From an optimization exercise on the open Yosys and OpenROAD flow, aimed at small area, a short achievable clock period and few clock cycles; shortcuts taken in it are not production practice. RTL that was checked went through simulation tests only; none was proved equivalent to the original. No functional check of the RTL was part of runs 2 and 3. Power is estimated from default activity; no workload was simulated.

## flow/config.mk

```make
export PLATFORM = sky130hd
export DESIGN_NAME = CPU
export DESIGN_NICKNAME = CPU
export VERILOG_FILES = /design/flow/design.v
export SDC_FILE = /design/flow/constraint.sdc
export NUM_CORES = 8
export LEC_CHECK = 0
export CAP_MARGIN = 20
export CORE_MARGIN = 2
export CORE_UTILIZATION = 55
export CTS_BUF_LIST = sky130_fd_sc_hd__clkbuf_8
export CTS_CLUSTER_DIAMETER = 50
export CTS_CLUSTER_SIZE = 20
export SLEW_MARGIN = 20
export SYNTH_HIERARCHICAL = 1
```

## flow/flow/downsize.tcl

```tcl
# Before floorplanning: put every combinational logic cell at its smallest
# drive strength; timing repair later sizes up the cells that need it.
set db [ord::get_db]
set n 0
foreach inst [[ord::get_db_block] getInsts] {
  set m [[$inst getMaster] getName]
  if {![regexp {^sky130_fd_sc_hd__([a-z0-9]+)_([0-9]+)$} $m -> base sz]} { continue }
  if {$sz <= 1} { continue }
  if {[regexp {^(df|edf|sdf|dl|buf|inv|clk|conb|tap|fill|decap|diode|bufbuf|bufinv|probe|lpflow|macro)} $base]} { continue }
  set new [$db findMaster sky130_fd_sc_hd__${base}_1]
  if {$new eq "NULL" || $new eq ""} { continue }
  $inst swapMaster $new
  incr n
}
puts "downsize: $n cells set to drive strength 1"
```

## flow/flow/run.sh

```bash
#!/bin/bash
# Layout flow: the standard synthesis, then the ORFS flow with
#  - combinational cells reset to drive strength 1 before floorplanning,
#  - timing repair aimed at a tighter setup target (SETUP_SLACK_MARGIN),
#  - port buffers of a plain buffer cell.
# Each tool's log goes to the ORFS logs folder; make's output to *.log here.
set -e
F=$(pwd)/flow
bash standard.sh synth > synth.log 2>&1
bash standard.sh PRE_FLOORPLAN_TCL=$F/downsize.tcl \
  SETUP_SLACK_MARGIN=7 TNS_END_PERCENT=100 \
  "BUFFER_PORTS_ARGS=-buffer_cell sky130_fd_sc_hd__buf_2" \
  finish > layout.log 2>&1
```

## flow/design.v

```verilog
module c_a22oi(input a1, input a2, input b1, input b2, output y); assign y = ~((a1 & a2) | (b1 & b2)); endmodule
module c_a221oi(input a1, input a2, input b1, input b2, input c1, output y); assign y = ~((a1 & a2) | (b1 & b2) | c1); endmodule
module c_a21oi(input a1, input a2, input b1, output y); assign y = ~((a1 & a2) | b1); endmodule
module c_o21ai(input a1, input a2, input b1, output y); assign y = ~((a1 | a2) & b1); endmodule
module c_a21o(input a1, input a2, input b1, output y); assign y = (a1 & a2) | b1; endmodule
module c_nand4(input a, input b, input c, input d, output y); assign y = ~(a & b & c & d); endmodule
module c_nand3(input a, input b, input c, output y); assign y = ~(a & b & c); endmodule
module c_and3(input a, input b, input c, output y); assign y = a & b & c; endmodule
module c_nand2(input a, input b, output y); assign y = ~(a & b); endmodule
module c_nor2(input a, input b, output y); assign y = ~(a | b); endmodule
module c_and2(input a, input b, output y); assign y = a & b; endmodule
module c_majn(input a, input bn, input c, output y); assign y = (a & ~bn) | (c & (a | ~bn)); endmodule
module c_andn(input a, input bn, output y); assign y = a & ~bn; endmodule
module c_xnor2(input a, input b, output y); assign y = ~(a ^ b); endmodule
module ks_add(input [31:0] a, input [31:0] bn, input ci, output [31:0] p, output [32:0] cn);
	wire [31:0] g;
	wire [31:0] G0, G1n, P1n, G2, P2, G3n, P3n, G4, P4, G5n;
	genvar i;
	generate for (i = 0; i < 32; i = i + 1) begin : l
		c_xnor2 up0(.a(a[i]), .b(bn[i]), .y(p[i]));           
		c_andn ug0(.a(a[i]), .bn(bn[i]), .y(g[i]));          
		if (i == 0) begin : c0
			c_majn um(.a(a[i]), .bn(bn[i]), .c(ci), .y(G0[i]));    
		end else begin : c1
			assign G0[i] = g[i];
		end
		if (i >= 1) begin : a1
			c_a21oi ug(.a1(p[i]), .a2(G0[i-1]), .b1(G0[i]), .y(G1n[i]));
			c_nand2 up(.a(p[i]), .b(p[i-1]), .y(P1n[i]));
		end else begin : b1
			assign G1n[i] = ~G0[i]; assign P1n[i] = ~p[i];
		end
		if (i >= 2) begin : a2
			c_o21ai ug(.a1(P1n[i]), .a2(G1n[i-2]), .b1(G1n[i]), .y(G2[i]));
			c_nor2 up(.a(P1n[i]), .b(P1n[i-2]), .y(P2[i]));
		end else begin : b2
			assign G2[i] = ~G1n[i]; assign P2[i] = ~P1n[i];
		end
		if (i >= 4) begin : a3
			c_a21oi ug(.a1(P2[i]), .a2(G2[i-4]), .b1(G2[i]), .y(G3n[i]));
			c_nand2 up(.a(P2[i]), .b(P2[i-4]), .y(P3n[i]));
		end else begin : b3
			assign G3n[i] = ~G2[i]; assign P3n[i] = ~P2[i];
		end
		if (i >= 8) begin : a4
			c_o21ai ug(.a1(P3n[i]), .a2(G3n[i-8]), .b1(G3n[i]), .y(G4[i]));
			c_nor2 up(.a(P3n[i]), .b(P3n[i-8]), .y(P4[i]));
		end else begin : b4
			assign G4[i] = ~G3n[i]; assign P4[i] = ~P3n[i];
		end
		if (i >= 16) begin : a5
			c_a21oi ug(.a1(P4[i]), .a2(G4[i-16]), .b1(G4[i]), .y(G5n[i]));
		end else begin : b5
			assign G5n[i] = ~G4[i];
		end
	end endgenerate
	assign cn = {G5n, ~ci};
endmodule
module ex_alu(
	input [31:0] a,
	input [31:0] rt, input [31:0] rtn,
	input [31:0] imm,         
	input pos, input neg,     
	input ci,
	input sel_sum,
	input [31:0] lres,
	output [31:0] res,
	output co
    );
	wire [31:0] bn, p, sum;
	wire [32:0] cn;
	genvar i;
	generate for (i = 0; i < 32; i = i + 1) begin : b
		c_a221oi ub(.a1(rt[i]), .a2(pos), .b1(rtn[i]), .b2(neg), .c1(imm[i]), .y(bn[i]));
	end endgenerate
	ks_add add(.a(a), .bn(bn), .ci(ci), .p(p), .cn(cn));
	generate for (i = 0; i < 32; i = i + 1) begin : s
		wire sbit;
		c_xnor2 ux(.a(p[i]), .b(cn[i]), .y(sbit));
		c_a21o ur(.a1(sbit), .a2(sel_sum), .b1(lres[i]), .y(res[i]));
	end endgenerate
	assign co = ~cn[32];
endmodule
module c_xor2(input a, input b, output y); assign y = a ^ b; endmodule
module c_nor4(input a, input b, input c, input d, output y); assign y = ~(a | b | c | d); endmodule
module eq32(input [31:0] a, input [31:0] b, output eq, output ne);
	wire [31:0] d;
	wire [15:0] z;
	wire [3:0] n;
	wire [1:0] m;
	genvar i;
	generate for (i = 0; i < 32; i = i + 1) begin : x
		c_xor2 u(.a(a[i]), .b(b[i]), .y(d[i]));
	end
	for (i = 0; i < 16; i = i + 1) begin : z2
		c_nor2 u(.a(d[2*i]), .b(d[2*i+1]), .y(z[i]));
	end
	for (i = 0; i < 4; i = i + 1) begin : n4
		c_nand4 u(.a(z[4*i]), .b(z[4*i+1]), .c(z[4*i+2]), .d(z[4*i+3]), .y(n[i]));
	end endgenerate
	c_nor2 um0(.a(n[0]), .b(n[1]), .y(m[0]));
	c_nor2 um1(.a(n[2]), .b(n[3]), .y(m[1]));
	c_and2 ue(.a(m[0]), .b(m[1]), .y(eq));
	c_nand2 un(.a(m[0]), .b(m[1]), .y(ne));
endmodule
module gtz32(input [31:0] a, output gt, output le);
	wire [15:0] z;
	wire [3:0] n;
	wire [1:0] m;
	genvar i;
	generate for (i = 0; i < 16; i = i + 1) begin : z2
		if (i == 15) begin : top
			c_inv u(.a(a[30]), .y(z[i]));
		end else begin : lo
			c_nor2 u(.a(a[2*i]), .b(a[2*i+1]), .y(z[i]));
		end
	end
	for (i = 0; i < 4; i = i + 1) begin : n4
		c_nand4 u(.a(z[4*i]), .b(z[4*i+1]), .c(z[4*i+2]), .d(z[4*i+3]), .y(n[i]));
	end endgenerate
	c_nor2 um0(.a(n[0]), .b(n[1]), .y(m[0]));
	c_nor2 um1(.a(n[2]), .b(n[3]), .y(m[1]));
	c_a21oi ug(.a1(m[0]), .a2(m[1]), .b1(a[31]), .y(gt));
	assign le = ~gt;
endmodule
module c_inv(input a, output y); assign y = ~a; endmodule
module c_mux2i(input a0, input a1, input s, output y); assign y = ~(s ? a1 : a0); endmodule
module c_a222oi(input a1, input a2, input b1, input b2, input c1, input c2, output y); assign y = ~((a1 & a2) | (b1 & b2) | (c1 & c2)); endmodule
module ks10(input [9:0] a, input [9:0] b, output [9:0] s);
	wire [9:0] p, g, G0, G1n, P1n, G2, P2, G3n, P3n, G4;
	genvar i;
	generate for (i = 0; i < 10; i = i + 1) begin : l
		c_xor2 up0(.a(a[i]), .b(b[i]), .y(p[i]));
		if (i == 0) begin : c0
			assign G0[i] = a[i] | b[i];       
		end else begin : c1
			c_and2 ug0(.a(a[i]), .b(b[i]), .y(g[i]));
			assign G0[i] = g[i];
		end
		if (i >= 1) begin : a1
			c_a21oi ug(.a1(p[i]), .a2(G0[i-1]), .b1(G0[i]), .y(G1n[i]));
			c_nand2 up(.a(p[i]), .b(p[i-1]), .y(P1n[i]));
		end else begin : b1
			assign G1n[i] = ~G0[i]; assign P1n[i] = ~p[i];
		end
		if (i >= 2) begin : a2
			c_o21ai ug(.a1(P1n[i]), .a2(G1n[i-2]), .b1(G1n[i]), .y(G2[i]));
			c_nor2 up(.a(P1n[i]), .b(P1n[i-2]), .y(P2[i]));
		end else begin : b2
			assign G2[i] = ~G1n[i]; assign P2[i] = ~P1n[i];
		end
		if (i >= 4) begin : a3
			c_a21oi ug(.a1(P2[i]), .a2(G2[i-4]), .b1(G2[i]), .y(G3n[i]));
			c_nand2 up(.a(P2[i]), .b(P2[i-4]), .y(P3n[i]));
		end else begin : b3
			assign G3n[i] = ~G2[i]; assign P3n[i] = ~P2[i];
		end
		if (i >= 8) begin : a4
			c_o21ai ug(.a1(P3n[i]), .a2(G3n[i-8]), .b1(G3n[i]), .y(G4[i]));
		end else begin : b4
			assign G4[i] = ~G3n[i];
		end
	end endgenerate
	assign s = p ^ {G4[8:0], 1'b1};
endmodule
module rd_tree(
	input [31:1] sel,
	input fsel,
	input [31:0] fwd,
	input [32*31-1:0] regs,    
	output [31:0] h0,          
	output [31:0] h1
    );
	genvar b, k;
	generate for (b = 0; b < 32; b = b + 1) begin : bt
		wire [31:0] d, s;
		wire [15:0] l1;
		wire [3:0] l2;
		assign d[0] = fwd[b];
		assign s[0] = fsel;
		for (k = 1; k < 32; k = k + 1) begin : t
			assign d[k] = regs[32*(k-1) + b];
			assign s[k] = sel[k];
		end
		for (k = 0; k < 16; k = k + 1) begin : a
			c_a22oi u(.a1(d[2*k]), .a2(s[2*k]), .b1(d[2*k+1]), .b2(s[2*k+1]), .y(l1[k]));
		end
		for (k = 0; k < 4; k = k + 1) begin : n
			c_nand4 u(.a(l1[4*k]), .b(l1[4*k+1]), .c(l1[4*k+2]), .d(l1[4*k+3]), .y(l2[k]));
		end
		c_nor2 o0(.a(l2[0]), .b(l2[1]), .y(h0[b]));
		c_nor2 o1(.a(l2[2]), .b(l2[3]), .y(h1[b]));
	end endgenerate
endmodule
module rd_port_a(
	input [31:1] sel, input fsel, input [31:0] fwd,
	input lsel, input [31:0] ld,
	input [32*31-1:0] regs,
	output [31:0] q,           
	output [31:0] q0           
    );
	wire [31:0] h0, h1;
	rd_tree t(.sel(sel), .fsel(fsel), .fwd(fwd), .regs(regs), .h0(h0), .h1(h1));
	genvar b;
	generate for (b = 0; b < 32; b = b + 1) begin : bt
		wire lt;
		c_nand2 ol(.a(lsel), .b(ld[b]), .y(lt));
		c_nand3 oq(.a(h0[b]), .b(h1[b]), .c(lt), .y(q[b]));
		c_nand2 o0(.a(h0[b]), .b(h1[b]), .y(q0[b]));
	end endgenerate
endmodule
module rd_port_b(
	input [31:1] sel, input fsel, input [31:0] fwd,
	input [32*31-1:0] regs,
	output [31:0] q,
	output [31:0] qn
    );
	wire [31:0] h0, h1;
	rd_tree t(.sel(sel), .fsel(fsel), .fwd(fwd), .regs(regs), .h0(h0), .h1(h1));
	genvar b;
	generate for (b = 0; b < 32; b = b + 1) begin : bt
		c_nand2 oq(.a(h0[b]), .b(h1[b]), .y(q[b]));
		c_and2 on(.a(h0[b]), .b(h1[b]), .y(qn[b]));
	end endgenerate
endmodule
module CPU(
	input clk,
	input rst,
	output [31:0]imem_addr,
	input [31:0]imem_rdata,
	output [31:0]dmem_addr,
	output [31:0]dmem_wdata,
	output dmem_we,
	input [31:0]dmem_rdata
    );
	reg [9:0] pc;                  
	reg        id_valid;           
	reg        id_vn;              
	reg        rp;                 
	reg [9:0]  rpc;
	reg [1:0]  id_bix;             
	reg [1:0]  bht [0:3];          
	reg [31:1] id_rsa, id_rsb;     
	reg        id_fwa, id_fwb;     
	reg        id_fla;             
	reg        id_sdl;             
	reg [15:0] id_imm;             
	reg        id_pos, id_neg;     
	reg        id_ci;              
	reg        id_sum;             
	reg        id_and, id_or, id_slt, id_sltw;
	reg        id_lw, id_sw;
	reg        id_rq, id_rn, id_rg, id_rl;    
	reg        id_wr;              
	reg [4:0]  id_dest;
	reg [9:0]  id_alt;             
	reg [31:0] mem_res;            
	reg [31:0] mem_sd;             
	reg        mem_we, mem_wb, mem_ld;
	reg [4:0]  mem_dest;
	reg [31:0] rf [1:31];
	wire bht_p = bht[pc[1:0]][1];
	wire [31:0] ins = imem_rdata;
	wire [5:0] op = ins[31:26];
	wire [5:0] fn = ins[5:0];
	wire [4:0] f_rs = ins[25:21];
	wire [4:0] f_rt = ins[20:16];
	wire [4:0] f_rd = ins[15:11];
	wire f_r0   = (op == 6'h00);
	wire f_add  = f_r0 & (fn == 6'h20);
	wire f_sub  = f_r0 & (fn == 6'h22);
	wire f_and  = f_r0 & (fn == 6'h24);
	wire f_or   = f_r0 & (fn == 6'h25);
	wire f_slt  = f_r0 & (fn == 6'h2a);
	wire f_rtype = f_add | f_sub | f_and | f_or | f_slt;
	wire f_addi = (op == 6'h08);
	wire f_lw   = (op == 6'h23);
	wire f_sw   = (op == 6'h2b);
	wire f_beq  = (op == 6'h04);
	wire f_bgtz = (op == 6'h07);
	wire f_j    = (op == 6'h02);
	wire f_imm  = f_addi | f_lw | f_sw;
	wire f_pt   = (f_beq | f_bgtz) & bht_p;    
	wire [4:0] f_dest = f_rtype ? f_rd : f_rt;
	wire f_wr = (f_rtype | f_addi | f_lw) & (f_dest != 5'd0);
	wire [9:0] pc1  = pc + 10'd1;
	wire [9:0] btgt;
	ks10 uadd(.a(pc), .b(ins[9:0]), .s(btgt));
	wire [9:0] alt  = f_pt ? pc1 : btgt;
	wire s_j = f_j & ~rp & ~rst;
	wire s_t = f_pt & ~rp & ~rst;
	wire s_s = ((~f_j & ~f_pt) | rp) & ~rst;
	wire [9:0] pcs = rp ? rpc : pc1;
	wire [9:0] predn;
	wire [9:0] altn = ~(id_alt & {10{~rst}});
	wire [9:0] pc_d;
	genvar gp;
	generate for (gp = 0; gp < 10; gp = gp + 1) begin : npc
		c_a222oi up(.a1(ins[gp]), .a2(s_j), .b1(btgt[gp]), .b2(s_t), .c1(pcs[gp]), .c2(s_s), .y(predn[gp]));
		c_mux2i um(.a0(predn[gp]), .a1(altn[gp]), .s(redirect), .y(pc_d[gp]));
	end endgenerate
	wire ex_fire = id_valid;
	wire [32*31-1:0] regs;
	genvar gi;
	generate for (gi = 1; gi < 32; gi = gi + 1) begin : rfw
		assign regs[32*(gi-1) +: 32] = rf[gi];
	end endgenerate
	wire [31:0] ra, ra0, rt, rtn;
	rd_port_a porta(.sel(id_rsa), .fsel(id_fwa), .fwd(mem_res), .lsel(id_fla), .ld(dmem_rdata), .regs(regs), .q(ra), .q0(ra0));
	rd_port_b portb(.sel(id_rsb), .fsel(id_fwb), .fwd(mem_res), .regs(regs), .q(rt), .qn(rtn));
	wire co;
	wire [31:0] lres = ({32{id_and}} & (ra & rt)) |
	                   ({32{id_or}}  & (ra | rt)) |
	                   {31'd0, (id_slt & ~co) | (id_sltw & co)};
	wire [31:0] res;
	ex_alu alu(.a(ra), .rt(rt), .rtn(rtn), .imm({{16{id_imm[15]}}, id_imm}),
	           .pos(id_pos), .neg(id_neg), .ci(id_ci), .sel_sum(id_sum),
	           .lres(lres), .res(res), .co(co));
	wire eq, ne, gtz, lez;
	eq32 ueq(.a(ra0), .b(rt), .eq(eq), .ne(ne));
	gtz32 ugt(.a(ra0), .gt(gtz), .le(lez));
	wire x1, x2, redirect;
	c_a22oi ur1(.a1(id_rq), .a2(eq), .b1(id_rn), .b2(ne), .y(x1));
	c_a22oi ur2(.a1(id_rg), .a2(gtz), .b1(id_rl), .b2(lez), .y(x2));
	c_a21oi ur3(.a1(x1), .a2(x2), .b1(id_vn), .y(redirect));
	wire taken = ((id_rq | id_rn) & eq) | ((id_rg | id_rl) & gtz);
	wire ex_br = id_valid & (id_rq | id_rn | id_rg | id_rl);
	wire ex_wr = ex_fire & id_wr;
	wire m_rs = ex_wr & (f_rs == id_dest);
	wire m_rt = ex_wr & (f_rt == id_dest);
	wire l_rs = m_rs & id_lw;
	wire l_rt = m_rt & id_lw;
	wire f_comm = f_add | f_and | f_or | f_slt;    
	wire n_stall = ((f_beq | f_bgtz) & l_rs) | (f_beq & l_rt) |
	               (f_rtype & l_rt & (~f_comm | l_rs));
	wire swap = f_comm & l_rt & ~l_rs;
	wire [4:0] ea = swap ? f_rt : f_rs;
	wire [4:0] eb = swap ? f_rs : f_rt;
	wire ma = swap ? m_rt : m_rs;
	wire mb = swap ? m_rs : m_rt;
	wire n_valid = ~rst & ~redirect & ~n_stall & ~rp;
	integer k;
	always @(posedge clk) begin
		pc <= pc_d;
		id_valid <= n_valid;
		id_vn <= ~n_valid;
		rp <= ~rst & n_stall & ~redirect;
		rpc <= pc;
		id_bix <= pc[1:0];
		for (k = 0; k < 4; k = k + 1)
			if (rst) bht[k] <= 2'b01;
			else if (ex_br && id_bix == k) begin
				if (taken && bht[k] != 2'b11) bht[k] <= bht[k] + 2'd1;
				else if (!taken && bht[k] != 2'b00) bht[k] <= bht[k] - 2'd1;
			end
	end
	always @(posedge clk) begin
		for (k = 1; k < 32; k = k + 1) begin
			id_rsa[k] <= (ea == k) & ~ma;
			id_rsb[k] <= (eb == k) & ~mb;
		end
		id_fwa <= ma & ~id_lw;
		id_fwb <= mb & ~id_lw;
		id_fla <= ma & id_lw;
		id_sdl <= mb & id_lw;
		id_imm <= f_imm ? ins[15:0] : 16'd0;
		id_pos <= f_add;
		id_neg <= f_sub | f_slt;
		id_ci  <= f_sub | (f_slt & ~swap);
		id_sum <= f_add | f_sub | f_imm;
		id_and <= f_and;
		id_or  <= f_or;
		id_slt <= f_slt & ~swap;
		id_sltw <= f_slt & swap;
		id_lw <= f_lw;
		id_sw <= f_sw;
		id_rq <= f_beq & ~f_pt;
		id_rn <= f_beq & f_pt;
		id_rg <= f_bgtz & ~f_pt;
		id_rl <= f_bgtz & f_pt;
		id_wr <= f_wr;
		id_dest <= f_dest;
		id_alt <= alt;
	end
	always @(posedge clk) begin
		if (rst) begin
			mem_we <= 1'b0;
			mem_wb <= 1'b0;
		end else begin
			mem_we <= ex_fire & id_sw;
			mem_wb <= ex_fire & id_wr;
		end
		mem_ld <= id_lw;
		mem_dest <= id_dest;
		mem_res <= res;
		mem_sd <= id_sdl ? dmem_rdata : rt;
	end
	assign imem_addr  = {20'd0, pc, 2'b00};
	assign dmem_addr  = mem_res;
	assign dmem_wdata = mem_sd;
	assign dmem_we    = mem_we;
	wire [31:0] wd = mem_ld ? dmem_rdata : mem_res;
	always @(posedge clk)
		if (mem_wb) rf[mem_dest] <= wd;
endmodule
```

## flow/constraint.sdc

```tcl
create_clock -name core_clock -period 10.5 [get_ports {clk}]
set_input_delay 2.1000 -clock core_clock [delete_from_list [all_inputs] [get_ports {clk}]]
set_output_delay 2.1000 -clock core_clock [all_outputs]
set_load 0.01 [all_outputs]
```

## flow/standard.sh

```bash
#!/bin/bash
# synth_recipe.tcl (not shown) runs the flow's synth.tcl, then flattens the netlist and writes it again
# the make line also repeats each setting of config.mk as NAME=value (left out here)
make -C /OpenROAD-flow-scripts/flow DESIGN_CONFIG=/design/flow/config.mk WORK_HOME=/design/flow/orfs CLKGATE_MAP_FILE= SYNTH_SCRIPT=/design/flow/synth_recipe.tcl "${@:-finish}"
```

==> results.ini, run 1 <==
[power]
combPwrFrac_pct=9.3
p_seq_share_pct=54.3
switching_share_pct=26.66
p_leak_uw=0.02085
p_sw_uw=2555
clockPowerShare_pct=36.4
power.internal_uw=7028
power_uw=9583
ir_drop_mv=0.1687
power.density_nw_per_um2=155.3

[global_route]
grt_max_degree=58
grt_pass1_wl_um=289200
grt_usage_pct=41.68
grt_pass1_vias=40350
grt_overflow=0
antenna_found_initial=7

[worst_setup_path]
reg2reg_depth=16
crit_start=id_rsb[8]
r2r-end=mem_res[30]
worstPathRequired_ns=11.22
cp_top_family=compound AO/OA/AOI/OAI gates
cpPeakStageDelay_ns=0.41
rrSetupSlack_ns=6.87
slowest_stage=buf_6
end_kind=flop
critical_path_class=flop to flop
cp_num_buf_inv=4
crit_chain=buf_6 -> a22oi_1 -> nand4_1 -> nor2_4 -> and2_1 -> a221oi_4 -> inv_1 -> maj3_2 -> a21oi_4 -> buf_4 -> inv_1 -> a21oi_4 -> o21ai_2 -> a21oi_2 -> xnor2_1 -> a21o_1
cp-start-kind=flop
critPathArrivalTime_ns=4.35
worst-path-stages=16
crit_fanout=32
r2r-start=id_rsb[8]
endpoint=mem_res[30]

[drt]
routed_wl_um=209400
antenna_left=0
via_per_inst=7.363
drt_iter0_drc=7677
drt-pass1-iter-count=9
drc=0
avgRoutedWirePerCell_um=36.12
num_vias=42690

[clock_tree]
htree_levels=3
cts_tree=yes
holdBufCountCts=0
cts_buffers=121
cts_buffer_depth=3
path_clk_slew_ns=0.11
clock_latency_ns=0.89
clock_sinks=1207
cts_root_buffer=clkbuf_8

[floorplanning]
io_pins=163
dieArea_um2=97500
dieHeight_um=312.3
initial_core_util_pct=55.25
die_width_um=312.3
fp-row-count=113
core_area_um2=94590

[layout]
drive_gt1_share_pct=21.73
num-nets-final=4492
fillCellCount=7064

[placed_design]
dp_hpwl_um=122600
portBuffers=140
place.gp.congestion=1.022
place_ws_ns=5.712

[timing]
setup-violations-final=0
worst_slack_ns=6.874
slew_headroom_pct=16.60
finalHoldViolCount=0
fin_crit_sh_pct=34.53
setup_tns_ns=0
rsz0062_at_grt=true
tightest_slew_ns=1.251
fin_worst_skew_ns=0.06595
fmax_mhz=275.8
period_minus_slack_ns=3.626
slew_violations=0

[synth]
syn_inst=4001
synth_warnings=8

[worst_hold_path]
hp-start=id_dest[1]
hp-class=flop to flop

[run_status]
outcome=finished clean

[run]
max_cap_viol_count=0

## layer usage
layer	vias up	GRT usage (%)	wire length (um)	share of wire, %
met3	618	13.46	30970	15
met1	20947	55.80	75670	36
met5	-	0	31	0.015
met4	4	24.88	13520	6.5
li1	17357	-	-	-
met2	3764	59.52	89200	43
## worst register-to-register path: stages (launching register included)
cell	delay, ns
dfxtp_1	0.34
buf_6	0.41
a22oi_1	0.24
nand4_1	0.22
nor2_4	0.08
and2_1	0.21
a221oi_4	0.29
inv_1	0.07
maj3_2	0.38
a21oi_4	0.22
buf_4	0.14
inv_1	0.08
a21oi_4	0.20
o21ai_2	0.10
a21oi_2	0.23
xnor2_1	0.10
a21o_1	0.17
## cell type report
type	count	area [um^2]	area share [%]
tap	1265	1583	2.565
timing repair buffer	348	2843	4.608
multi-input combinational	2709	19910	32.27
antenna	4	10.01	0.01622
inverter	35	133.9	0.2170
sequential	1207	34270	55.55
clock inverter	107	1251	2.028
clock buffer	123	1693	2.744
## registers in the layout, indices dropped and copies added (netlist names), 5 cells and up
signal,flops
mem_res,32
id_dest,5
rf,992
id_rsb,31
id_imm,16
id_rsa,31
id_alt,10
rpc,9
pc,10
bht,8
mem_sd,32
mem_dest,5
## through the flow
stage / cells / hold WS, ns / area (um^2) / utilization [%]
floorplan: 4022 / 0.3748 / 52820 / -
global placement: 5473 / 0.4041 / 55840 / 59.04
detailed placement: 5474 / 0.4077 / 55850 / 59.05
CTS: 5761 / 0.3907 / 60620 / 64.09
global route: 5796 / 0.4019 / 61690 / 65.22
finish: 5798 / 0.4077 / 61700 / 65.23
## timing repair
| item | CTS | global route |
|---|---|---|
| gates cloned | 0 | 3 |
| endpoints found under the setup margin | 141 | 61 |
| resized for setup | 346 | 177 |
| setup buffers | 57 | 29 |
| pin swaps | 49 | 74 |
## cells in the final DEF, fill, tap and decap left out, types with 30 or more instances in the layout
cell type,instances
inv_1,41
nor2_2,36
a21o_1,58
nand4_1,273
a22oi_1,1017
dfxtp_4,40
xnor2_1,51
buf_6,50
edfxtp_1,992
nand2_2,30
nor2b_1,49
mux2_1,74
buf_4,141
o21ai_1,56
clkbuf_8,123
a21oi_1,121
xnor2_2,31
nor2_1,172
a21oi_2,37
and2_1,46
buf_2,125
nand3_1,43
nor2_4,93
xor2_1,49
dfxtp_1,150
nand2_1,161
## worst min-delay path by stage
stage / slack [ns] / cells past startpoint / endpoint
floorplan: 0.37 / 0 / mem_dest[1]
global placement: 0.40 / 0 / mem_dest[0]
detailed placement: 0.41 / 0 / rpc[9]
CTS: 0.39 / 0 / mem_dest[3]
global route: 0.40 / 0 / mem_dest[1]
finish: 0.41 / 0 / mem_dest[1]
## power by group through the flow
stage	Combinational (uW)	Clock (uW)	Sequential (uW)
6_report	892	3490	5200
5_1_grt	926	3690	5200
3_3_place_gp	731	0	5320
2_1_floorplan	396	0	5340
3_5_place_dp	733	0	5320
4_1_cts	808	3500	5200
Testbench counts, summed over its fixed seeds: cycles 30,486.
==> inputs of run 2 (changes only) <==
--- a/flow/design.v
+++ b/flow/design.v
@@ -240,6 +240,8 @@
 	reg [9:0]  rpc;
 	reg [1:0]  id_bix;             
 	reg [1:0]  bht [0:3];          
+	reg        up_v, up_t;         
+	reg [1:0]  up_ix;
 	reg [31:1] id_rsa, id_rsb;     
 	reg        id_fwa, id_fwb;     
 	reg        id_fla;             
@@ -347,11 +349,14 @@
 		rp <= ~rst & n_stall & ~redirect;
 		rpc <= pc;
 		id_bix <= pc[1:0];
+		up_v <= ex_br & ~rst;
+		up_t <= taken;
+		up_ix <= id_bix;
 		for (k = 0; k < 4; k = k + 1)
 			if (rst) bht[k] <= 2'b01;
-			else if (ex_br && id_bix == k) begin
-				if (taken && bht[k] != 2'b11) bht[k] <= bht[k] + 2'd1;
-				else if (!taken && bht[k] != 2'b00) bht[k] <= bht[k] - 2'd1;
+			else if (up_v && up_ix == k) begin
+				if (up_t && bht[k] != 2'b11) bht[k] <= bht[k] + 2'd1;
+				else if (!up_t && bht[k] != 2'b00) bht[k] <= bht[k] - 2'd1;
 			end
 	end
 	always @(posedge clk) begin
--- a/flow/config.mk
+++ b/flow/config.mk
@@ -7,7 +7,7 @@
 export LEC_CHECK = 0
 export CAP_MARGIN = 20
 export CORE_MARGIN = 2
-export CORE_UTILIZATION = 55
+export CORE_UTILIZATION = 50
 export CTS_BUF_LIST = sky130_fd_sc_hd__clkbuf_8
 export CTS_CLUSTER_DIAMETER = 50
 export CTS_CLUSTER_SIZE = 20
==> run 2 against run 1 <==
  * Still clean on timing, DRC and antenna
  * Cell count grew 1.5%
  * Hold slack lost 0.050 ns
  * Non-clock buffer count shrank 39
  * Largest cell class unchanged
  * Total power shrank 0.52%
  * Sequential share of layout area is essentially flat
  * Critical path depth shrank 1
  * Cell area grew 0.11%
  * Combinational power shrank 1%
  * Die area grew 10%
  * Routed wire length shrank 2.5%
==> results.ini, run 2 <==
[worst_setup_path]
critical_path_class=flop to flop
cpPeakStageDelay_ns=0.32  ; -0.09 ns
cp-start-kind=flop
critPathArrivalTime_ns=4.32  ; -0.03 ns
crit_fanout=32  ; unchanged
crit_top_cell=nand2_1
rrSetupSlack_ns=6.91  ; +0.04 ns
crit_chain=buf_6 -> a22oi_1 -> nand4_1 -> nor2_4 -> nand2_1 -> a221oi_4 -> buf_4 -> xnor2_4 -> nand2_1 -> nor2_1 -> nand2_1 -> o21ai_2 -> a21oi_2 -> xnor2_1 -> a21o_1
end_kind=flop
slowest_stage=dfxtp_1
cp_top_family=simple AND/OR/NAND/NOR gates
cp_num_buf_inv=2  ; -2
worstPathRequired_ns=11.23  ; about the same

[timing]
slew_headroom_pct=23.64  ; +7.0 points
setup_tns_ns=0  ; unchanged
finalHoldViolCount=0  ; unchanged
slew_violations=0  ; unchanged
fin_worst_skew_ns=0.04705  ; -0.01890 ns
tightest_slew_ns=1.145  ; -0.1056 ns
setup-violations-final=0  ; unchanged
rsz0062_at_grt=true
fin_crit_sh_pct=34.18  ; -0.35 points
fmax_mhz=278.6  ; +1.0%
period_minus_slack_ns=3.589  ; -0.03660 ns

[synth]
synth_warnings=8  ; unchanged
syn_inst=4008  ; +0.17%

[clock_tree]
clock_latency_ns=0.87  ; -0.02 ns
holdBufCountCts=0  ; unchanged
cts_buffer_depth=3  ; unchanged
htree_levels=4  ; +1
cts_tree=yes
cts_root_buffer=clkbuf_8
clock_sinks=1211  ; +0.33%
cts_buffers=130  ; +7.4%
path_clk_slew_ns=0.09  ; -0.02 ns

[layout]
mostFrequentLayoutCell=a22oi_1
final_cell_mix=a22oi_1 (1020), edfxtp_1 (992), nand4_1 (270), nor2_1 (173), dfxtp_1 (168)
num-nets-final=4467  ; -0.56%
drive_gt1_share_pct=21.18  ; -0.55 points
fin_util_pct=59.59  ; -5.6 points
largestRegisters=rf: 992 flops, mem_res: 32 flops, mem_sd: 32 flops
largest_reg_flops=992  ; unchanged
largest-register=rf

[global_route]
grt_max_degree=57  ; -1.7%
grt_overflow=0  ; unchanged
antenna_found_initial=5  ; -2
grt_pass1_vias=39739  ; -1.5%
grt_usage_pct=37.03  ; -4.7 points
grt_pass1_wl_um=282300  ; -2.4%

[worst_hold_path]
hp-class=flop to flop

[floorplanning]
dieHeight_um=327.5  ; +4.9%
dieArea_um2=107300  ; +10%
io_pins=163  ; unchanged
core_area_um2=103600  ; +9.6%
fp-row-count=118  ; +4.4%
die_width_um=327.5  ; +4.9%
initial_core_util_pct=50.49  ; -4.8 points

[drt]
drc=0  ; unchanged
via_per_inst=7.168  ; -2.6%
drt_iter0_drc=6605  ; -14%
num_vias=42170  ; -1.2%
routed_wl_um=204200  ; -2.5%
avgRoutedWirePerCell_um=34.71  ; -3.9%
drt-pass1-iter-count=9  ; unchanged
antenna_left=0  ; unchanged

[power]
power.density_nw_per_um2=154.4  ; -0.63%
ir_drop_mv=0.1165  ; -31%
p_leak_uw=0.02071  ; -0.67%

[placed_design]
portBuffers=140  ; unchanged
place.gp.congestion=1.006  ; -1.5%
dp_hpwl_um=116300  ; -5.1%

[run_status]
outcome=finished clean

[run]
max_cap_viol_count=0  ; unchanged

==> run 2: cell types whose count changed in the layout (fill, tap and decap cells not counted), sizes merged, moves of 5 or more <==
cell,previous run,this run
clkbuf,125,145
o21bai,5,0
nor2,301,294
and2,49,43
xor2,50,56
clkinv,38,32
buf,346,307
or4,1,13
xnor2,83,77
nor3,8,23
o21ai,92,100
bufinv,15,8
==> run 2: timing repair <==
action / in CTS / in global routing
resized for setup: 332 / 169
setup buffers: 40 / 17
pin swaps: 41 / 60
setup endpoints to repair: 107 / 59
gates cloned: 0 / 2
==> run 2: cell type report <==
cell class | count | area [um^2]
Fill cell | 8412 | 41880
Antenna cell | 3 | 7.507
Inverter | 36 | 135.1
Clock buffer | 143 | 1968
Multi-Input combinational cell | 2709 | 20180
Tap cell | 1380 | 1727
Sequential cell | 1211 | 34320
Timing Repair Buffer | 309 | 2471
Clock inverter | 92 | 945.9
==> run 2: stage by stage <==
stage	hold WS, ns	cell area, um^2	cells	total power (uW)	worst slack (ns)
4_1_cts	0.3577	60840	5861	9499	6.958
2_1_floorplan	0.3272	53280	4029	5770	6.749
6_report	0.3577	61760	5883	9533	6.911
3_3_place_gp	0.3371	56300	5586	6076	5.858
5_1_grt	0.3684	61760	5881	9779	6.861
3_5_place_dp	0.3377	56300	5586	6079	5.809
==> run 2: layer usage <==
metal / GRT usage [%] / part of all wire, %
met4: 24.04 / 7.2
met1: 49.73 / 38
met2: 53.62 / 42
met3: 9.283 / 13
met5: 0 / 0.013
==> run 2: path summary, 6_finish.rpt <==
check             cells past startpoint           to       start
setup / recovery                     15  mem_res[26]  id_rsb[30]
setup reg to reg                     15  mem_res[26]  id_rsb[30]
hold reg to reg                       0     up_ix[0]   id_bix[0]
hold / removal                        0     up_ix[0]   id_bix[0]
==> run 2: power by group <==
part,switching [uW],internal [uW]
Clock,1890,1550
Combinational,606,273
Sequential,26.1,5190
==> inputs of run 3 (changes only) <==
--- a/flow/config.mk
+++ b/flow/config.mk
@@ -7,7 +7,7 @@
 export LEC_CHECK = 0
 export CAP_MARGIN = 20
 export CORE_MARGIN = 2
-export CORE_UTILIZATION = 50
+export CORE_UTILIZATION = 60
 export CTS_BUF_LIST = sky130_fd_sc_hd__clkbuf_8
 export CTS_CLUSTER_DIAMETER = 50
 export CTS_CLUSTER_SIZE = 20
==> run 3 against run 2 <==
  * First-iteration DRC count up 17%
  * Maximum frequency up 1.2%
  * Synthesized cell count unchanged
  * Critical path type unchanged
  * Critical endpoint is now mem_res[0]
  * Largest power group unchanged
  * Highest routed layer unchanged
==> results.ini, run 3 <==
[timing]
fin_crit_sh_pct=33.76  ; -0.42 points
hold-worst-slack_ns=0.3616  ; +0.003937 ns
setup-violations-final=0  ; unchanged
slew_violations=0  ; unchanged
fmax_mhz=282.1  ; +1.2%
period_minus_slack_ns=3.545  ; -0.04416 ns
slew_headroom_pct=18.13  ; -5.5 points
tightest_slew_ns=1.228  ; +0.08268 ns
fin_worst_skew_ns=0.07463  ; +0.02758 ns
rsz0062_at_grt=true
finalHoldViolCount=0  ; unchanged
setup_tns_ns=0  ; unchanged

[global_route]
gr-usage-met3_pct=14.39  ; +5.1 points
grt_use_met1_pct=57.64  ; +7.9 points
antenna_found_initial=5  ; unchanged
grt_pass1_vias=40214  ; +1.2%
grtUsageMet2_pct=61.78  ; +8.2 points
grt_usage_pct=43.58  ; +6.5 points
grt_pass1_wl_um=279300  ; -1.1%
grt_overflow=0  ; unchanged
grt_max_degree=57  ; unchanged
grt_busiest_layer=met2

[run]
max_cap_viol_count=0  ; unchanged

[power]
power_uw=9441  ; -0.97%
power.density_nw_per_um2=153.2  ; -0.76%
ir_drop_mv=0.1304  ; +12%
p_leak_uw=0.02076  ; +0.26%

[placed_design]
place.gp.congestion=1.011  ; +0.44%
dp_hpwl_um=120200  ; +3.4%
dpl-instance-area_um2=56070  ; -0.40%
portBuffers=140  ; unchanged

[worst_setup_path]
cpPeakStageDelay_ns=0.36  ; +0.04 ns
r2r-end=mem_res[0]
endpoint=mem_res[0]
critical_path_class=flop to flop
rrSetupSlack_ns=6.96  ; +0.04 ns
reg2reg_depth=17  ; +2
crit_chain=buf_6 -> a22oi_1 -> nand4_1 -> nor2_4 -> nand2_4 -> a221oi_4 -> inv_1 -> maj3_2 -> a21oi_4 -> o21ai_4 -> a21oi_4 -> o21ai_1 -> a21oi_1 -> inv_1 -> mux2i_1 -> nand3_1 -> a21o_1
r2r-start=id_rsb[27]
slowest_stage=maj3_2
critPathArrivalTime_ns=4.27  ; -0.05 ns
cp-start-kind=flop
crit_fanout=32  ; unchanged
worstPathRequired_ns=11.23  ; about the same
crit_start=id_rsb[27]
end_kind=flop

[clock_tree]
clock_latency_ns=0.86  ; about the same
cts_buffer_depth=3  ; unchanged
cts_root_buffer=clkbuf_8
path_clk_slew_ns=0.10  ; about the same
clock_sinks=1211  ; unchanged
cts_tree=yes
holdBufCountCts=0  ; unchanged
htree_levels=3  ; -1
cts_buffers=120  ; -7.7%

[layout]
largest-register=rf
mostFrequentLayoutCell=a22oi_1
largest_reg_flops=992  ; unchanged
largestRegisters=rf: 992 flops, mem_res: 32 flops, mem_sd: 32 flops
num-nets-final=4466  ; -0.022%
final_cell_mix=a22oi_1 (1009), edfxtp_1 (992), nand4_1 (270), dfxtp_1 (171), nor2_1 (146)
final_cell_area_um2=61630  ; -0.22%
drive_gt1_share_pct=22.43  ; +1.3 points

[worst_hold_path]
hp-class=flop to flop

[drt]
avgRoutedWirePerCell_um=35.44  ; +2.1%
routed_wl_um=200600  ; -1.8%
num_vias=42908  ; +1.8%
antenna_left=0  ; unchanged
via_per_inst=7.581  ; +5.8%
drt-pass1-iter-count=7  ; -2
drc=0  ; unchanged
drt_iter0_drc=7715  ; +17%

[floorplanning]
io_pins=163  ; unchanged
initial_core_util_pct=60.42  ; +9.9 points
fp-row-count=108  ; -8.5%
dieHeight_um=299.3  ; -8.6%
die_width_um=299.3  ; -8.6%
core_area_um2=86620  ; -16%
dieArea_um2=89600  ; -16%

[run_status]
outcome=finished clean

[synth]
synth_warnings=8  ; unchanged
syn_inst=4008  ; unchanged

==> run 3: cell count changes in the layout (fill, tap and decap cells not counted), moves of 6 or more <==
cell	delta
nor2_1	-27
nand2_1	-9
buf_2	+12
buf_6	+7
inv_8	+8
o21ai_1	-8
xnor2_2	-6
nand2_4	+9
a22oi_2	+11
nor2_4	+7
clkbuf_8	-21
a22oi_1	-11
nor2_2	+20
o21ai_2	+7
==> run 3: worst max-delay path: cells and delay by family (launching register included) <==
kind / cells / cell delay [ns]
AOI/OAI and AO/OA: 8 / 1.43
muxes: 1 / 0.14
and+or+nand+nor: 4 / 0.79
adders and majority gates: 1 / 0.36
buffers and inverters: 3 / 0.37
DFF: 1 / 0.32
==> run 3: how the worst min path moves through the flow <==
stage,from,end,slack (ns),cells after the start
2_1_floorplan,rpc[1],up_ix[1],0.33,0
3_3_place_gp,rpc[1],up_ix[1],0.34,0
3_5_place_dp,rpc[1],up_ix[1],0.34,0
4_1_cts,rpc[1],up_ix[1],0.36,0
5_1_grt,id_bix[0],up_ix[0],0.37,0
6_report,rpc[1],up_ix[1],0.36,0
==> run 3: routing by layer <==
layer	wire length (um)	part of all wire (%)
met5	59	0.029
met4	14970	7.5
met3	31060	15
met2	84630	42
met1	69860	35
==> run 3: per-stage QoR <==
stage | utilization [%] | instances | worst slack (ns)
CTS | 69.37 | 5633 | 6.834
finish | 71.15 | 5660 | 6.955
global route | 71.15 | 5660 | 6.824
detailed placement | 64.74 | 5369 | 5.920
global placement | 64.74 | 5369 | 5.951
floorplan | - | 4029 | 6.749
==> run 3: power by group <==
| group | internal (uW) | switching, uW |
|---|---|---|
| Combinational | 284 | 631 |
| Sequential | 5190 | 27.5 |
| Clock | 1390 | 1920 |
==> run 3: final cells by class <==
cell class,instances,area (um^2)
well taps,1155,1445
clock buffers,122,1679
fillers,6085,24990
repair buffers,318,2460
clock inverters,107,1095
multi-input cells,2709,20500
diodes,2,5.005
inverters,36,135.1
flip-flops and latches,1211,34310
==> run 3: repair_timing <==
action / 4_1_cts / 5_1_grt
gates resized for setup: 257 / 286
setup endpoints to repair: 103 / 94
buffers inserted: 35 / 24
pin swaps: 11 / 77
==> inputs of run 4 (changes only) <==
--- a/flow/design.v
+++ b/flow/design.v
@@ -245,7 +245,6 @@
 	reg [31:1] id_rsa, id_rsb;     
 	reg        id_fwa, id_fwb;     
 	reg        id_fla;             
-	reg        id_sdl;             
 	reg [15:0] id_imm;             
 	reg        id_pos, id_neg;     
 	reg        id_ci;              
@@ -333,7 +332,7 @@
 	wire l_rs = m_rs & id_lw;
 	wire l_rt = m_rt & id_lw;
 	wire f_comm = f_add | f_and | f_or | f_slt;    
-	wire n_stall = ((f_beq | f_bgtz) & l_rs) | (f_beq & l_rt) |
+	wire n_stall = ((f_beq | f_bgtz) & l_rs) | ((f_beq | f_sw) & l_rt) |
 	               (f_rtype & l_rt & (~f_comm | l_rs));
 	wire swap = f_comm & l_rt & ~l_rs;
 	wire [4:0] ea = swap ? f_rt : f_rs;
@@ -367,7 +366,6 @@
 		id_fwa <= ma & ~id_lw;
 		id_fwb <= mb & ~id_lw;
 		id_fla <= ma & id_lw;
-		id_sdl <= mb & id_lw;
 		id_imm <= f_imm ? ins[15:0] : 16'd0;
 		id_pos <= f_add;
 		id_neg <= f_sub | f_slt;
@@ -398,7 +396,7 @@
 		mem_ld <= id_lw;
 		mem_dest <= id_dest;
 		mem_res <= res;
-		mem_sd <= id_sdl ? dmem_rdata : rt;
+		mem_sd <= rt;
 	end
 	assign imem_addr  = {20'd0, pc, 2'b00};
 	assign dmem_addr  = mem_res;
--- a/flow/config.mk
+++ b/flow/config.mk
@@ -8,8 +8,9 @@
 export CAP_MARGIN = 20
 export CORE_MARGIN = 2
 export CORE_UTILIZATION = 60
-export CTS_BUF_LIST = sky130_fd_sc_hd__clkbuf_8
-export CTS_CLUSTER_DIAMETER = 50
-export CTS_CLUSTER_SIZE = 20
+export CTS_BUF_LIST = sky130_fd_sc_hd__clkbuf_16
+export CTS_CLUSTER_DIAMETER = 60
+export CTS_CLUSTER_SIZE = 30
+export PLACE_DENSITY = 0.75
 export SLEW_MARGIN = 20
 export SYNTH_HIERARCHICAL = 1
==> run 4 against run 3 <==
  * Die area down 0.69%
  * Combinational power decreased by about 10%
  * Count of clock-buffer cells in the layout shrank 40
  * Clock skew fell by 0.018 ns
  * Utilization decreased by 0.52 points
  * Via count decreased by 1.3%
  * Critical path depth decreased by 1
  * Sequential cell count down 1
  * Synthesized cell count about the same
  * Maximum frequency fell by 2.0%
  * Critical endpoint unchanged
==> results.ini, run 4 <==
[run]
max_cap_viol_count=0  ; unchanged

[layout]
fin_util_pct=70.63  ; -0.52 points
mostFrequentLayoutCell=a22oi_1
final_cells=5536  ; -2.2%
largestRegisters=rf: 992 flops, mem_res: 32 flops, mem_sd: 32 flops
final_cell_mix=a22oi_1 (1019), edfxtp_1 (992), nand4_1 (290), dfxtp_1 (200), nand2_1 (191)
fillCellCount=5793  ; -4.8%
final_cell_area_um2=60420  ; -2.0%
largest_reg_flops=992  ; unchanged
antenna-diode-count=0  ; -2
largest-register=rf
num-nets-final=4393  ; -1.6%
drive_gt1_share_pct=17.92  ; -4.5 points

[floorplanning]
dieArea_um2=88980  ; -0.69%
initial_core_util_pct=60.74  ; +0.33 points
dieHeight_um=298.3  ; -0.35%
core_area_um2=85550  ; -1.2%
die_width_um=298.3  ; -0.35%
io_pins=163  ; unchanged
fp-row-count=107  ; -0.93%

[global_route]
grt_usage_pct=40.78  ; -2.8 points
grt_max_degree=34  ; -40%
grt_pass1_wl_um=263600  ; -5.6%
grt_overflow=0  ; unchanged
antenna_found_initial=3  ; -2
grt_pass1_vias=40118  ; -0.24%

[worst_setup_path]
r2r-start=id_rsb[10]
reg2reg_depth=16  ; -1
cp-start-kind=flop
cp_num_buf_inv=2  ; -1
worstPathRequired_ns=11.09  ; -0.14 ns
rrSetupSlack_ns=6.88  ; -0.07 ns
crit_fanout=32  ; unchanged
crit_top_cell=nand2_1
cp_top_family=simple AND/OR/NAND/NOR gates
cpPeakStageDelay_ns=0.41  ; +0.05 ns
r2r-end=mem_res[0]
critPathArrivalTime_ns=4.20  ; -0.07 ns
slowest_stage=a221oi_4
crit_chain=buf_6 -> a22oi_1 -> nand4_1 -> nor2_1 -> nand2_4 -> a221oi_4 -> xnor2_4 -> nand2_1 -> nor2_4 -> nand2_1 -> o21ai_2 -> a21oi_2 -> inv_1 -> mux2i_1 -> nand3_1 -> a21o_1
end_kind=flop
critical_path_class=flop to flop

[drt]
via_per_inst=7.648  ; +0.89%
routed_wl_um=188000  ; -6.3%
antenna_left=0  ; unchanged
drc=0  ; unchanged
drt_iter0_drc=8044  ; +4.3%
num_vias=42340  ; -1.3%
avgRoutedWirePerCell_um=33.97  ; -4.2%
drt-pass1-iter-count=11  ; +4

[timing]
slew_headroom_pct=18.55  ; +0.42 points
finalHoldViolCount=0  ; unchanged
rsz0062_at_grt=true
slew_violations=0  ; unchanged
setup_tns_ns=0  ; unchanged
fin_worst_skew_ns=0.05712  ; -0.01751 ns
setup-violations-final=0  ; unchanged
period_minus_slack_ns=3.617  ; +0.07198 ns
tightest_slew_ns=1.222  ; -0.006333 ns
fin_crit_sh_pct=34.45  ; +0.69 points
fmax_mhz=276.5  ; -2.0%

[power]
p_leak_uw=0.02011  ; -3.1%
ir_drop_mv=0.1951  ; +50%
power.density_nw_per_um2=159.5  ; +4.1%
power_uw=9637  ; +2.1%

[placed_design]
place.gp.congestion=1.052  ; +4.1%
dpl-instance-area_um2=55300  ; -1.4%
dp_cells=5351  ; -0.34%
dp_hpwl_um=107600  ; -10%
portBuffers=140  ; unchanged

[synth]
syn_inst=4012  ; +0.10%
synth_warnings=8  ; unchanged

[worst_hold_path]
hp-class=flop to flop
holdPathEnd=up_ix[0]
min_path_cells=0  ; unchanged
hp-start=id_bix[0]

[clock_tree]
cts_buffers=81  ; -33%
path_clk_slew_ns=0.11  ; about the same
cts_buffer_depth=3  ; unchanged
cts_tree=yes
clock_sinks=1210  ; -0.083%
htree_levels=3  ; unchanged
holdBufCountCts=0  ; unchanged
cts_root_buffer=clkbuf_16
clock_latency_ns=0.71  ; -0.15 ns

[run_status]
outcome=finished clean

-- run 4: layer usage --
metal / wire (um) / track usage (%)
met1: 64200 / 53.04
met2: 79330 / 57.81
met3: 30760 / 14.66
met4: 13730 / 26.65
met5: 34 / 0
-- run 4: what timing repair did --
| item | in CTS | in global routing |
|---|---|---|
| setup buffers | 17 | 13 |
| gates cloned | 0 | 2 |
| endpoints found under the setup margin | 64 | 78 |
| pin swaps | 34 | 38 |
| resized for setup | 231 | 173 |
-- run 4: stage by stage --
step / setup WS (ns) / hold slack [ns]
2_1_floorplan: 6.753 / 0.3272
5_1_grt: 6.795 / 0.3594
6_report: 6.883 / 0.3567
3_3_place_gp: 5.977 / 0.3340
3_5_place_dp: 6.004 / 0.3405
4_1_cts: 6.970 / 0.3576
-- run 4: worst max-delay path by stage --
stage                   start          end  slack (ns)  cells past startpoint
2_1_floorplan   dmem_rdata[0]   mem_res[0]        6.75                     12
6_report           id_rsb[10]   mem_res[0]        6.88                     16
3_3_place_gp   dmem_rdata[12]  mem_res[18]        5.98                     11
5_1_grt            id_rsb[26]   mem_res[0]        6.79                     17
4_1_cts             id_rsb[7]  mem_res[28]        6.97                     14
3_5_place_dp    dmem_rdata[0]   mem_res[0]        6.00                     13
-- run 4: area by class of cell --
type | count | area [um^2] | share of cell area [%]
flip-flops and latches | 1210 | 34180 | 56.57
multi-input cells | 2717 | 19630 | 32.49
clock buffers | 82 | 2052 | 3.396
repair buffers | 279 | 2034 | 3.367
well taps | 1144 | 1431 | 2.369
clock inverters | 70 | 968.4 | 1.603
inverters | 34 | 127.6 | 0.2112
-- run 4: power by group --
part	total, uW	internal [uW]	switching (uW)
Clock	3590	1640	1960
Sequential	5230	5190	36.1
Combinational	819	258	561
Testbench counts of run 4, summed over its fixed seeds: cycles 30,486.
==> inputs of run 5 (changes only) <==
--- a/flow/config.mk
+++ b/flow/config.mk
@@ -11,6 +11,6 @@
 export CTS_BUF_LIST = sky130_fd_sc_hd__clkbuf_16
 export CTS_CLUSTER_DIAMETER = 60
 export CTS_CLUSTER_SIZE = 30
-export PLACE_DENSITY = 0.75
+export PLACE_DENSITY = 0.5
 export SLEW_MARGIN = 20
 export SYNTH_HIERARCHICAL = 1
==> run 5 against run 4 <==
  * Still clean on timing, DRC and antenna
  * Synthesized cell count is the same
  * Maximum frequency rose by 0.71%
  * First-iteration DRC count fell by 6.8%
  * Hold slack got worse by 0.0034 ns
  * Die area stayed put
  * Routed wire length increased by 1.6%
  * Sequential power hardly changed
  * Global-route usage is 0.69 points higher
  * Largest cell class unchanged
  * Highest routed layer unchanged
==> results.ini, run 5 <==
[run_status]
outcome=finished clean

[floorplanning]
fp-row-count=107  ; unchanged
dieArea_um2=88980  ; unchanged
die_width_um=298.3  ; unchanged
core_area_um2=85550  ; unchanged
io_pins=163  ; unchanged
dieHeight_um=298.3  ; unchanged
initial_core_util_pct=60.74  ; unchanged

[clock_tree]
clock_sinks=1210  ; unchanged
holdBufCountCts=0  ; unchanged
clock_latency_ns=0.70  ; about the same
cts_buffers=84  ; +3.7%
path_clk_slew_ns=0.09  ; -0.02 ns
cts_buffer_depth=3  ; unchanged
cts_root_buffer=clkbuf_16
cts_tree=yes
htree_levels=3  ; unchanged

[timing]
fin_crit_sh_pct=34.20  ; -0.24 points
finalHoldViolCount=0  ; unchanged
setup_tns_ns=0  ; unchanged
period_minus_slack_ns=3.591  ; -0.02551 ns
slew_violations=0  ; unchanged
fin_worst_skew_ns=0.04588  ; -0.01124 ns
setup-violations-final=0  ; unchanged
fmax_mhz=278.4  ; +0.71%
slew_headroom_pct=21.72  ; +3.2 points
rsz0062_at_grt=true
worst_slack_ns=6.909  ; +0.02551 ns
tightest_slew_ns=1.174  ; -0.04754 ns

[worst_setup_path]
cpPeakStageDelay_ns=0.39  ; -0.02 ns
crit_start=id_rsb[16]
worstPathRequired_ns=11.07  ; -0.02 ns
crit_chain=buf_8 -> a22oi_1 -> nand4_1 -> nor2_4 -> nand2_2 -> a221oi_4 -> xnor2_2 -> a21oi_1 -> o21ai_1 -> a21oi_1 -> o21ai_1 -> a21oi_2 -> inv_1 -> mux2i_1 -> nand3_1 -> a21o_1
crit_fanout=32  ; unchanged
reg2reg_depth=16  ; unchanged
end_kind=flop
cp_num_buf_inv=2  ; unchanged
critPathArrivalTime_ns=4.16  ; -0.04 ns
slowest_stage=a221oi_4
cp-start-kind=flop
worst-path-stages=16  ; unchanged
r2r-start=id_rsb[16]
cp_top_family=compound AO/OA/AOI/OAI gates
critical_path_class=flop to flop

[power]
p_leak_uw=0.02019  ; +0.41%
clockPowerShare_pct=37.3  ; about the same
power.internal_uw=7123  ; +0.54%
power.density_nw_per_um2=159.2  ; -0.20%
combPwrFrac_pct=8.6  ; about the same
p_sw_uw=2530  ; -0.89%
p_seq_share_pct=54.2  ; about the same
switching_share_pct=26.21  ; -0.28 points
ir_drop_mv=0.1947  ; -0.23%

[layout]
antenna-diode-count=0  ; unchanged
drive_gt1_share_pct=18.79  ; +0.88 points
mostFrequentLayoutCell=a22oi_1
final_cell_mix=a22oi_1 (1018), edfxtp_1 (992), nand4_1 (290), dfxtp_1 (188), nand2_1 (185)
num-nets-final=4395  ; +0.046%
largest_reg_flops=992  ; unchanged
largest-register=rf
final_cell_area_um2=60650  ; +0.37%
largestRegisters=rf: 992 flops, mem_res: 32 flops, mem_sd: 32 flops

[run]
max_cap_viol_count=0  ; unchanged

[drt]
antenna_left=0  ; unchanged
drc=0  ; unchanged
wl_met2_um=80250  ; +1.2%
wl_met3_um=28180  ; -8.4%
drt_iter0_drc=7498  ; -6.8%
top_layer_used=met5
num_vias=41880  ; -1.1%
via_per_inst=7.561  ; -1.1%
avgRoutedWirePerCell_um=34.50  ; +1.6%
drt-pass1-iter-count=9  ; -2
routed_wl_um=191100  ; +1.6%
wl_met1_um=68380  ; +6.5%

[synth]
synth_warnings=8  ; unchanged
syn_inst=4012  ; unchanged

[global_route]
grt_overflow=0  ; unchanged
grt_pass1_wl_um=266800  ; +1.2%
antenna_found_initial=2  ; -1
grt_usage_pct=41.47  ; +0.69 points
grt_pass1_vias=39891  ; -0.57%
grt_max_degree=34  ; unchanged

[placed_design]
place.gp.congestion=1.002  ; -4.7%
dpl-instance-area_um2=55310  ; about the same
place_ws_ns=5.885  ; -0.1197 ns
portBuffers=140  ; unchanged
dp_hpwl_um=110400  ; +2.6%

[worst_hold_path]
hp-class=flop to flop
hp-start=id_bix[0]
min_path_cells=0  ; unchanged

[run 5: layout make-up]
cell class | count | area [um^2]
repair buffers | 278 | 2083
well taps | 1144 | 1431
clock buffers | 87 | 2177
inverters | 34 | 127.6
flip-flops and latches | 1210 | 34200
fillers | 5796 | 24900
multi-input cells | 2717 | 19810
clock inverters | 69 | 817.0
[run 5: power groups by stage]
| stage | Combinational [uW] | Sequential [uW] | Clock, uW |
|---|---|---|---|
| 3_5_place_dp | 684 | 5340 | 0 |
| 4_1_cts | 731 | 5230 | 3590 |
| 5_1_grt | 862 | 5230 | 3770 |
| 6_report | 828 | 5230 | 3600 |
| 3_3_place_gp | 678 | 5340 | 0 |
| 2_1_floorplan | 390 | 5350 | 0 |
[run 5: per-stage QoR]
step / util [%] / hold WS [ns] / cells / power [uW]
floorplan: - / 0.3272 / 4033 / 5744
global placement: 64.65 / 0.3373 / 5349 / 6013
detailed placement: 64.65 / 0.3356 / 5349 / 6020
CTS: 69.33 / 0.3527 / 5511 / 9551
global route: 70.89 / 0.3638 / 5539 / 9860
finish: 70.89 / 0.3533 / 5539 / 9653
[run 5: timing repair]
action	in CTS	in global routing
pin swaps	19	58
endpoints found under the hold margin	0	0
endpoints found under the setup margin	60	82
setup buffers	6	26
resized for setup	227	226
gates cloned	0	1
[run 5: final timing paths]
check	endpoint	slack (ns)
setup / recovery	mem_res[0]	6.91
hold / removal	up_ix[0]	0.35
setup reg to reg	mem_res[0]	6.91
hold reg to reg	up_ix[0]	0.35
[run 5: metal layers]
| layer | track usage, % | vias to the layer above |
|---|---|---|
| met5 | 0 | - |
| met2 | 59.83 | 3807 |
| met4 | 25.65 | 2 |
| li1 | - | 17131 |
| met1 | 55.75 | 20235 |
| met3 | 11.82 | 705 |
[run 5: worst reg2reg max path, cell delays in order (launching register included)]
cell	delay (ns)
dfxtp_1	0.33
buf_8	0.20
a22oi_1	0.25
nand4_1	0.29
nor2_4	0.29
nand2_2	0.19
a221oi_4	0.39
xnor2_2	0.17
a21oi_1	0.24
o21ai_1	0.16
a21oi_1	0.15
o21ai_1	0.10
a21oi_2	0.20
inv_1	0.09
mux2i_1	0.16
nand3_1	0.09
a21o_1	0.16
==> inputs of run 6 (changes only) <==
--- a/flow/config.mk
+++ b/flow/config.mk
@@ -11,6 +11,5 @@
 export CTS_BUF_LIST = sky130_fd_sc_hd__clkbuf_16
 export CTS_CLUSTER_DIAMETER = 60
 export CTS_CLUSTER_SIZE = 30
-export PLACE_DENSITY = 0.5
 export SLEW_MARGIN = 20
 export SYNTH_HIERARCHICAL = 1
==> run 6 against run 5 <==
  * Sequential cell count did not move
  * Count of clock-buffer cells in the layout did not move
  * Synthesized cell count did not move
  * Critical path depth did not move
  * Routed wire length did not move
  * Die area did not move
  * Sequential power barely moved
  * Global-route usage did not move
  * Critical endpoint unchanged
  * Largest cell class unchanged
  * Largest power group unchanged
==> results.ini, run 6 <==
[worst_hold_path]
min_path_cells=0  ; unchanged
holdPathEnd=up_ix[0]
hp-start=id_bix[0]
hp-class=flop to flop

[global_route]
grt_pass1_vias=39891  ; unchanged
grt_overflow=0  ; unchanged
antenna_found_initial=2  ; unchanged
grt_usage_pct=41.47  ; unchanged
grt_max_degree=34  ; unchanged
grt_pass1_wl_um=266800  ; unchanged

[clock_tree]
holdBufCountCts=0  ; unchanged
path_clk_slew_ns=0.09  ; about the same
cts_tree=yes
htree_levels=3  ; unchanged
clock_sinks=1210  ; unchanged
clock_latency_ns=0.70  ; about the same
cts_root_buffer=clkbuf_16
cts_buffers=84  ; unchanged
cts_buffer_depth=3  ; unchanged

[drt]
num_vias=41880  ; unchanged
via_per_inst=7.561  ; unchanged
drt_iter0_drc=7498  ; unchanged
top_layer_used=met5
antenna_left=0  ; unchanged
drt-pass1-iter-count=9  ; unchanged
wl_met1_um=68380  ; unchanged
wl_met2_um=80250  ; unchanged
routed_wl_um=191100  ; unchanged
wl_met3_um=28180  ; unchanged
drc=0  ; unchanged
avgRoutedWirePerCell_um=34.50  ; unchanged

[layout]
fillCellCount=5796  ; unchanged
drive_gt1_share_pct=18.79  ; unchanged
largestRegisters=rf: 992 flops, mem_res: 32 flops, mem_sd: 32 flops
num-nets-final=4395  ; unchanged
largest-register=rf
multi_input_area_um2=19810  ; unchanged
final_cell_mix=a22oi_1 (1018), edfxtp_1 (992), nand4_1 (290), dfxtp_1 (188), nand2_1 (185)
largest_reg_flops=992  ; unchanged
mostFrequentLayoutCell=a22oi_1
antenna-diode-count=0  ; unchanged
regArea_um2=34200  ; unchanged
fin_util_pct=70.89  ; unchanged
final_cells=5539  ; unchanged

[worst_setup_path]
slowest_stage=a221oi_4
cp_top_family=compound AO/OA/AOI/OAI gates
crit_chain=buf_8 -> a22oi_1 -> nand4_1 -> nor2_4 -> nand2_2 -> a221oi_4 -> xnor2_2 -> a21oi_1 -> o21ai_1 -> a21oi_1 -> o21ai_1 -> a21oi_2 -> inv_1 -> mux2i_1 -> nand3_1 -> a21o_1
r2r-end=mem_res[0]
end_kind=flop
critPathArrivalTime_ns=4.16  ; about the same
crit_start=id_rsb[16]
r2r-start=id_rsb[16]
crit_fanout=32  ; unchanged
cp_num_buf_inv=2  ; unchanged
worstPathRequired_ns=11.07  ; about the same
critical_path_class=flop to flop
cp-start-kind=flop
rrSetupSlack_ns=6.91  ; about the same
reg2reg_depth=16  ; unchanged
cpPeakStageDelay_ns=0.39  ; about the same

[placed_design]
dp_hpwl_um=110400  ; unchanged
dp_cells=5349  ; unchanged
portBuffers=140  ; unchanged
place.gp.congestion=1.002  ; unchanged

[power]
switching_share_pct=26.21  ; unchanged
clockPowerShare_pct=37.3  ; about the same
combPwrFrac_pct=8.6  ; about the same
p_leak_uw=0.02019  ; unchanged
p_sw_uw=2530  ; unchanged
power.internal_uw=7123  ; unchanged
p_seq_share_pct=54.2  ; about the same
power.density_nw_per_um2=159.2  ; unchanged
ir_drop_mv=0.1947  ; unchanged

[timing]
fin_worst_skew_ns=0.04588  ; unchanged
rsz0062_at_grt=true
slew_headroom_pct=21.72  ; unchanged
finalHoldViolCount=0  ; unchanged
period_minus_slack_ns=3.591  ; unchanged
setup_tns_ns=0  ; unchanged
tightest_slew_ns=1.174  ; unchanged
setup-violations-final=0  ; unchanged
fin_crit_sh_pct=34.20  ; unchanged
slew_violations=0  ; unchanged
fmax_mhz=278.4  ; unchanged
hold-worst-slack_ns=0.3533  ; unchanged

[floorplanning]
fp-row-count=107  ; unchanged
dieHeight_um=298.3  ; unchanged
io_pins=163  ; unchanged
die_width_um=298.3  ; unchanged
initial_core_util_pct=60.74  ; unchanged
core_area_um2=85550  ; unchanged
dieArea_um2=88980  ; unchanged

[run]
max_cap_viol_count=0  ; unchanged

[synth]
synth_warnings=8  ; unchanged
syn_inst=4012  ; unchanged

[run_status]
outcome=finished clean

-- run 6: cell counts in the layout (fill, tap and decap cells not counted) --
No cell type changed its count.
-- run 6: per-layer routing --
layer,GRT usage [%],up-vias
met2,59.83,3807
met3,11.82,705
met1,55.75,20235
li1,-,17131
met5,0,-
met4,25.65,2
-- run 6: power groups by stage --
stage | registers (uW) | clock network (uW) | logic [uW]
floorplan | 5350 | 0 | 390
detailed placement | 5340 | 0 | 684
global route | 5230 | 3770 | 862
finish | 5230 | 3600 | 828
global placement | 5340 | 0 | 678
CTS | 5230 | 3590 | 731
-- run 6: per-stage QoR --
step           worst slack (ns)  power (uW)  instance area (um^2)
4_1_cts                   6.938        9551                 59310
6_report                  6.909        9653                 60650
3_5_place_dp              5.885        6020                 55310
5_1_grt                   6.847        9860                 60650
2_1_floorplan             6.753        5744                 52570
3_3_place_gp              5.817        6013                 55310
-- run 6: layout make-up --
class                           count  area share [%]
Tap cell                         1144           2.360
Clock inverter                     69           1.347
Clock buffer                       87           3.590
Timing Repair Buffer              278           3.435
Inverter                           34          0.2104
Multi-Input combinational cell   2717           32.67
Sequential cell                  1210           56.39
-- run 6: worst register-to-register path: cells and delay by family (launching register included) --
kind	cells	cell delay, ns
compound gates	8	1.65
xor+xnor	1	0.17
flops	1	0.33
mux	1	0.16
buf+inv	2	0.29
simple gates	4	0.86
-- run 6: worst max path at each step --
stage	slack, ns	cells past startpoint	endpoint
floorplan	6.75	12	mem_res[0]
global placement	5.82	11	mem_res[19]
detailed placement	5.88	11	mem_res[19]
CTS	6.94	14	mem_res[19]
global route	6.85	17	mem_res[0]
finish	6.91	16	mem_res[0]
-- run 6: what timing repair did --
action | in CTS | in global routing
pin swaps | 19 | 58
buffers inserted | 6 | 26
cloned | 0 | 1
gates resized for setup | 227 | 226
endpoints found under the hold margin | 0 | 0
setup endpoints to repair | 60 | 82

## re-timing with driven ports
How much do the figures lean on ideal ports? The routed layouts below were timed once more, with nothing changed but the port constraints. Step 1, drivers: a clkbuf_16 drives clk and a buf_2 each remaining input, both assumed. Step 2 adds t to the input delays and takes it off the output delays; t is the mean of the earliest and latest rising clock arrival at the registers after step 1. Input paths then give back, and output paths get back, about the clock's delay inside the block. Three values: ideal ports, drivers, drivers and shift; two values: the first two.
run	t (ns)	setup slack, ns	hold WS [ns]	worst setup path after step 2	worst register clock-pin slew, ns
run 1	0.930	6.874 / 6.874 / 6.157	0.408 / 0.408 / 0.408	input to register	0.11 / 0.11
run 2	0.916	6.911 / 6.911 / 6.126	0.358 / 0.358 / 0.358	input to register	0.12 / 0.12
run 3	0.901	6.955 / 6.880 / 6.193	0.362 / 0.362 / 0.362	input to register	0.12 / 0.12
run 4	0.757	6.883 / 6.883 / 6.195	0.357 / 0.357 / 0.357	input to register	0.11 / 0.11
run 5	0.753	6.909 / 6.909 / 6.233	0.353 / 0.353 / 0.353	input to register	0.10 / 0.10
run 6	0.753	6.909 / 6.909 / 6.233	0.353 / 0.353 / 0.353	input to register	0.10 / 0.10
After both steps every run listed still meets setup and hold. For run 2, which loses most, drivers alone change the setup slack by 0.000 ns; drivers and shift together by -0.785 ns.
